From an optimization exercise on the open Yosys and OpenROAD flow, aimed at small area and a short achievable clock period; shortcuts taken in it are not production practice.

==> job 7816: inputs <==
==> flow/design.v <==
module top(clk,reset,a1,a2,a3,b1,b2,b3,c1,c2,c3,c4,c5,c6,c7,c8,c9);
 input wire clk,reset;
 input wire [7:0] a1,a2,a3,b1,b2,b3;
 output wire [16:0] c1,c2,c3,c4,c5,c6,c7,c8,c9;
 reg [7:0] a01,a02,a11,a12,a21,a22,b10,b11,b12,b20,b21,b22;
 reg [16:0] acc1,acc2,acc3,acc4,acc5,acc6,acc7,acc8,acc9;
 wire [16:0] s1,s2,s3,s4,s5,s6,s7,s8,s9;
 mac m1 (.a(a1),  .b(b1),  .acc(acc1), .s(s1));
 mac m2 (.a(a01), .b(b2),  .acc(acc2), .s(s2));
 mac m3 (.a(a02), .b(b3),  .acc(acc3), .s(s3));
 mac m4 (.a(a2),  .b(b10), .acc(acc4), .s(s4));
 mac m5 (.a(a11), .b(b11), .acc(acc5), .s(s5));
 mac m6 (.a(a12), .b(b12), .acc(acc6), .s(s6));
 mac m7 (.a(a3),  .b(b20), .acc(acc7), .s(s7));
 mac m8 (.a(a21), .b(b21), .acc(acc8), .s(s8));
 mac m9 (.a(a22), .b(b22), .acc(acc9), .s(s9));
 always @(posedge clk) begin
    if (reset) begin
      a01 <= 0; a02 <= 0; a11 <= 0; a12 <= 0; a21 <= 0; a22 <= 0;
      b10 <= 0; b11 <= 0; b12 <= 0; b20 <= 0; b21 <= 0; b22 <= 0;
      acc1 <= 0; acc2 <= 0; acc3 <= 0; acc4 <= 0; acc5 <= 0;
      acc6 <= 0; acc7 <= 0; acc8 <= 0; acc9 <= 0;
    end
    else begin
      a01 <= a1; a02 <= a01; a11 <= a2; a12 <= a11; a21 <= a3; a22 <= a21;
      b10 <= b1; b20 <= b10; b11 <= b2; b21 <= b11; b12 <= b3; b22 <= b12;
      acc1 <= s1; acc2 <= s2; acc3 <= s3; acc4 <= s4; acc5 <= s5;
      acc6 <= s6; acc7 <= s7; acc8 <= s8; acc9 <= s9;
    end
 end
 assign c1 = acc1; assign c2 = acc2; assign c3 = acc3;
 assign c4 = acc4; assign c5 = acc5; assign c6 = acc6;
 assign c7 = acc7; assign c8 = acc8; assign c9 = acc9;
endmodule
module mac(input wire [7:0] a, input wire [7:0] b, input wire [16:0] acc, output wire [16:0] s);
  wire pp0_0 = a[0] & b[0];
  wire pp0_1 = a[0] & b[1];
  wire pp0_2 = a[0] & b[2];
  wire pp0_3 = a[0] & b[3];
  wire pp0_4 = a[0] & b[4];
  wire pp0_5 = a[0] & b[5];
  wire pp0_6 = a[0] & b[6];
  wire pp0_7 = a[0] & b[7];
  wire pp1_0 = a[1] & b[0];
  wire pp1_1 = a[1] & b[1];
  wire pp1_2 = a[1] & b[2];
  wire pp1_3 = a[1] & b[3];
  wire pp1_4 = a[1] & b[4];
  wire pp1_5 = a[1] & b[5];
  wire pp1_6 = a[1] & b[6];
  wire pp1_7 = a[1] & b[7];
  wire pp2_0 = a[2] & b[0];
  wire pp2_1 = a[2] & b[1];
  wire pp2_2 = a[2] & b[2];
  wire pp2_3 = a[2] & b[3];
  wire pp2_4 = a[2] & b[4];
  wire pp2_5 = a[2] & b[5];
  wire pp2_6 = a[2] & b[6];
  wire pp2_7 = a[2] & b[7];
  wire pp3_0 = a[3] & b[0];
  wire pp3_1 = a[3] & b[1];
  wire pp3_2 = a[3] & b[2];
  wire pp3_3 = a[3] & b[3];
  wire pp3_4 = a[3] & b[4];
  wire pp3_5 = a[3] & b[5];
  wire pp3_6 = a[3] & b[6];
  wire pp3_7 = a[3] & b[7];
  wire pp4_0 = a[4] & b[0];
  wire pp4_1 = a[4] & b[1];
  wire pp4_2 = a[4] & b[2];
  wire pp4_3 = a[4] & b[3];
  wire pp4_4 = a[4] & b[4];
  wire pp4_5 = a[4] & b[5];
  wire pp4_6 = a[4] & b[6];
  wire pp4_7 = a[4] & b[7];
  wire pp5_0 = a[5] & b[0];
  wire pp5_1 = a[5] & b[1];
  wire pp5_2 = a[5] & b[2];
  wire pp5_3 = a[5] & b[3];
  wire pp5_4 = a[5] & b[4];
  wire pp5_5 = a[5] & b[5];
  wire pp5_6 = a[5] & b[6];
  wire pp5_7 = a[5] & b[7];
  wire pp6_0 = a[6] & b[0];
  wire pp6_1 = a[6] & b[1];
  wire pp6_2 = a[6] & b[2];
  wire pp6_3 = a[6] & b[3];
  wire pp6_4 = a[6] & b[4];
  wire pp6_5 = a[6] & b[5];
  wire pp6_6 = a[6] & b[6];
  wire pp6_7 = a[6] & b[7];
  wire pp7_0 = a[7] & b[0];
  wire pp7_1 = a[7] & b[1];
  wire pp7_2 = a[7] & b[2];
  wire pp7_3 = a[7] & b[3];
  wire pp7_4 = a[7] & b[4];
  wire pp7_5 = a[7] & b[5];
  wire pp7_6 = a[7] & b[6];
  wire pp7_7 = a[7] & b[7];
  wire s1, c2;
  ha us1 (acc[5], pp0_5, s1, c2);
  wire s3, c4;
  fa us3 (acc[6], pp0_6, pp1_5, s3, c4);
  wire s5, c6;
  ha us5 (pp2_4, pp3_3, s5, c6);
  wire s7, c8;
  fa us7 (acc[7], pp0_7, pp1_6, s7, c8);
  wire s9, c10;
  fa us9 (pp2_5, pp3_4, pp4_3, s9, c10);
  wire s11, c12;
  ha us11 (pp5_2, pp6_1, s11, c12);
  wire s13, c14;
  fa us13 (acc[8], pp1_7, pp2_6, s13, c14);
  wire s15, c16;
  fa us15 (pp3_5, pp4_4, pp5_3, s15, c16);
  wire s17, c18;
  ha us17 (pp6_2, pp7_1, s17, c18);
  wire s19, c20;
  fa us19 (acc[9], pp2_7, pp3_6, s19, c20);
  wire s21, c22;
  fa us21 (pp4_5, pp5_4, pp6_3, s21, c22);
  wire s23, c24;
  fa us23 (acc[10], pp3_7, pp4_6, s23, c24);
  wire s25, c26;
  ha us25 (acc[3], pp0_3, s25, c26);
  wire s27, c28;
  fa us27 (acc[4], pp0_4, pp1_3, s27, c28);
  wire s29, c30;
  ha us29 (pp2_2, pp3_1, s29, c30);
  wire s31, c32;
  fa us31 (pp1_4, pp2_3, pp3_2, s31, c32);
  wire s33, c34;
  fa us33 (pp4_1, pp5_0, s1, s33, c34);
  wire s35, c36;
  fa us35 (pp4_2, pp5_1, pp6_0, s35, c36);
  wire s37, c38;
  fa us37 (s3, s5, c2, s37, c38);
  wire s39, c40;
  fa us39 (pp7_0, s7, s9, s39, c40);
  wire s41, c42;
  fa us41 (s11, c4, c6, s41, c42);
  wire s43, c44;
  fa us43 (s13, s15, s17, s43, c44);
  wire s45, c46;
  fa us45 (c8, c10, c12, s45, c46);
  wire s47, c48;
  fa us47 (pp7_2, s19, s21, s47, c48);
  wire s49, c50;
  fa us49 (c14, c16, c18, s49, c50);
  wire s51, c52;
  fa us51 (pp5_5, pp6_4, pp7_3, s51, c52);
  wire s53, c54;
  fa us53 (s23, c20, c22, s53, c54);
  wire s55, c56;
  fa us55 (acc[11], pp4_7, pp5_6, s55, c56);
  wire s57, c58;
  fa us57 (pp6_5, pp7_4, c24, s57, c58);
  wire s59, c60;
  fa us59 (acc[12], pp5_7, pp6_6, s59, c60);
  wire s61, c62;
  ha us61 (acc[2], pp0_2, s61, c62);
  wire s63, c64;
  fa us63 (pp1_2, pp2_1, pp3_0, s63, c64);
  wire s65, c66;
  fa us65 (pp4_0, s27, s29, s65, c66);
  wire s67, c68;
  fa us67 (s31, s33, c28, s67, c68);
  wire s69, c70;
  fa us69 (s35, s37, c32, s69, c70);
  wire s71, c72;
  fa us71 (s39, s41, c36, s71, c72);
  wire s73, c74;
  fa us73 (s43, s45, c40, s73, c74);
  wire s75, c76;
  fa us75 (s47, s49, c44, s75, c76);
  wire s77, c78;
  fa us77 (s51, s53, c48, s77, c78);
  wire s79, c80;
  fa us79 (s55, s57, c52, s79, c80);
  wire s81, c82;
  fa us81 (pp7_5, s59, c56, s81, c82);
  wire s83, c84;
  fa us83 (acc[13], pp6_7, pp7_6, s83, c84);
  wire s85, c86;
  ha us85 (acc[1], pp0_1, s85, c86);
  wire s87, c88;
  fa us87 (pp1_1, pp2_0, s61, s87, c88);
  wire s89, c90;
  fa us89 (s25, s63, c62, s89, c90);
  wire s91, c92;
  fa us91 (c26, s65, c64, s91, c92);
  wire s93, c94;
  fa us93 (c30, s67, c66, s93, c94);
  wire s95, c96;
  fa us95 (c34, s69, c68, s95, c96);
  wire s97, c98;
  fa us97 (c38, s71, c70, s97, c98);
  wire s99, c100;
  fa us99 (c42, s73, c72, s99, c100);
  wire s101, c102;
  fa us101 (c46, s75, c74, s101, c102);
  wire s103, c104;
  fa us103 (c50, s77, c76, s103, c104);
  wire s105, c106;
  fa us105 (c54, s79, c78, s105, c106);
  wire s107, c108;
  fa us107 (c58, s81, c80, s107, c108);
  wire s109, c110;
  fa us109 (c60, s83, c82, s109, c110);
  wire s111, c112;
  fa us111 (acc[14], pp7_7, c84, s111, c112);
  wire [16:0] x = {acc[16], acc[15], s111, s109, s107, s105, s103, s101, s99, s97, s95, s93, s91, s89, s87, pp1_0, acc[0]};
  wire [16:0] y = {1'b0, c112, c110, c108, c106, c104, c102, c100, c98, c96, c94, c92, c90, c88, c86, s85, pp0_0};
  assign s = x + y;
endmodule
module fa(input wire x, input wire y, input wire z, output wire s, output wire c);
  assign s = x ^ y ^ z;
  assign c = (x & y) | (z & (x ^ y));
endmodule
module ha(input wire x, input wire y, output wire s, output wire c);
  assign s = x ^ y;
  assign c = x & y;
endmodule
==> flow/run.sh <==
#!/bin/bash
# synth_recipe.tcl (not shown) runs the flow's synth.tcl, then flattens the netlist and writes it again
# the make line also repeats each setting of config.mk as NAME=value (left out here)
make -C /OpenROAD-flow-scripts/flow DESIGN_CONFIG=/design/flow/config.mk WORK_HOME=/design/flow/orfs CLKGATE_MAP_FILE= SYNTH_SCRIPT=/design/flow/synth_recipe.tcl finish
==> flow/config.mk <==
export PLATFORM = sky130hd
export DESIGN_NAME = top
export DESIGN_NICKNAME = top
export VERILOG_FILES = /design/flow/design.v
export SDC_FILE = /design/flow/constraint.sdc
export NUM_CORES = 4
export LEC_CHECK = 0
export CAP_MARGIN = 20
export CORE_MARGIN = 2
export CORE_UTILIZATION = 40
export SLEW_MARGIN = 20
export SYNTH_HIERARCHICAL = 1
==> flow/constraint.sdc <==
create_clock -name core_clock -period 6.0 [get_ports {clk}]
set_input_delay 1.2000 -clock core_clock [delete_from_list [all_inputs] [get_ports {clk}]]
set_output_delay 1.2000 -clock core_clock [all_outputs]
set_load 0.01 [all_outputs]
==> inputs of job 8553, as changes to job 7816 <==
==> flow/flow/run.sh (new file) <==
#!/bin/bash
# Standard ORFS layout with small port buffers and no CTS dummy loads.
set -euo pipefail
export BUFFER_PORTS_ARGS="-buffer_cell sky130_fd_sc_hd__buf_2"
export CTS_ARGS="-sink_clustering_enable -repair_clock_nets -dont_use_dummy_load -buf_list sky130_fd_sc_hd__clkbuf_8"
bash standard.sh > standard_flow.log 2>&1
==> flow/standard.sh (new file) <==
#!/bin/bash
# synth_recipe.tcl (not shown) runs the flow's synth.tcl, then flattens the netlist and writes it again
# the make line also repeats each setting of config.mk as NAME=value (left out here)
make -C /OpenROAD-flow-scripts/flow DESIGN_CONFIG=/design/flow/config.mk WORK_HOME=/design/flow/orfs CLKGATE_MAP_FILE= SYNTH_SCRIPT=/design/flow/synth_recipe.tcl "${@:-finish}"
removed: flow/run.sh
==> metrics.cfg <==
[clocking]
cts-root-buf=clkbuf_16
cts_made_buffers=36

[run_status]
outcome=complete, no violations

[place]
routabilityCongestion=0.861
pre_cts_ws_ns=0.239

[pwr]
p_sw_mw=4.12
leakage_nw=14.7
pg_clk_mw=2.15
total_power_mw=10.2
p_comb_share_pct=56.8

[setup_path]
reg2reg_from=b22[6]$_SDFF_PP0_

[grt]
use_met2_pct=33.6

[timing]
slew_headroom_pct=48.2

[drt]
wire_per_inst_um=18.3

[finish]
final_core_util_pct=46.9

# the run above: job 7816

==> metrics.cfg <==
[run_status]
outcome=complete, no violations

[clocking]
cts_made_buffers=52
cts-root-buf=clkbuf_8

[setup_path]
reg2reg_from=b11[5]$_SDFF_PP0_

[timing]
slew_headroom_pct=40.2

[grt]
use_met2_pct=32.2

[place]
pre_cts_ws_ns=0.767
routabilityCongestion=0.892

[pwr]
total_power_mw=9.30
leakage_nw=14.7
p_sw_mw=3.97

[finish]
final_core_util_pct=44.5

# the run above: job 8553

No run of this note included a check of the RTL's function; only the layout flow was run.

==> separate check: timing with driven ports <==
In the flow no input, the clock included, has a driving cell. The finished layouts below were timed again as built, in two steps.
Step 1, drivers: a clkbuf_16 drives clk and a buf_2 each remaining input, both assumed.
Step 2 moves the port delays by t, midway between the first and last clock arrival at a register: inputs arrive t later, outputs are due t later. That takes back most of the time a late clock gives input paths.
Three values: ideal, step 1, step 2; two values: the first two.
run | shift t [ns] | setup slack, ns | latest minus earliest clock arrival (ns)
job 7816 | 0.609 | 0.763 / 0.806 / 0.198 | 0.025 / 0.025
job 8553 | 0.688 | 1.442 / 1.479 / 0.791 | 0.072 / 0.072
After both steps setup and hold are still met in every run listed. For job 8553, which loses most, drivers alone change the setup slack by +0.037 ns; drivers and shift together by -0.651 ns.
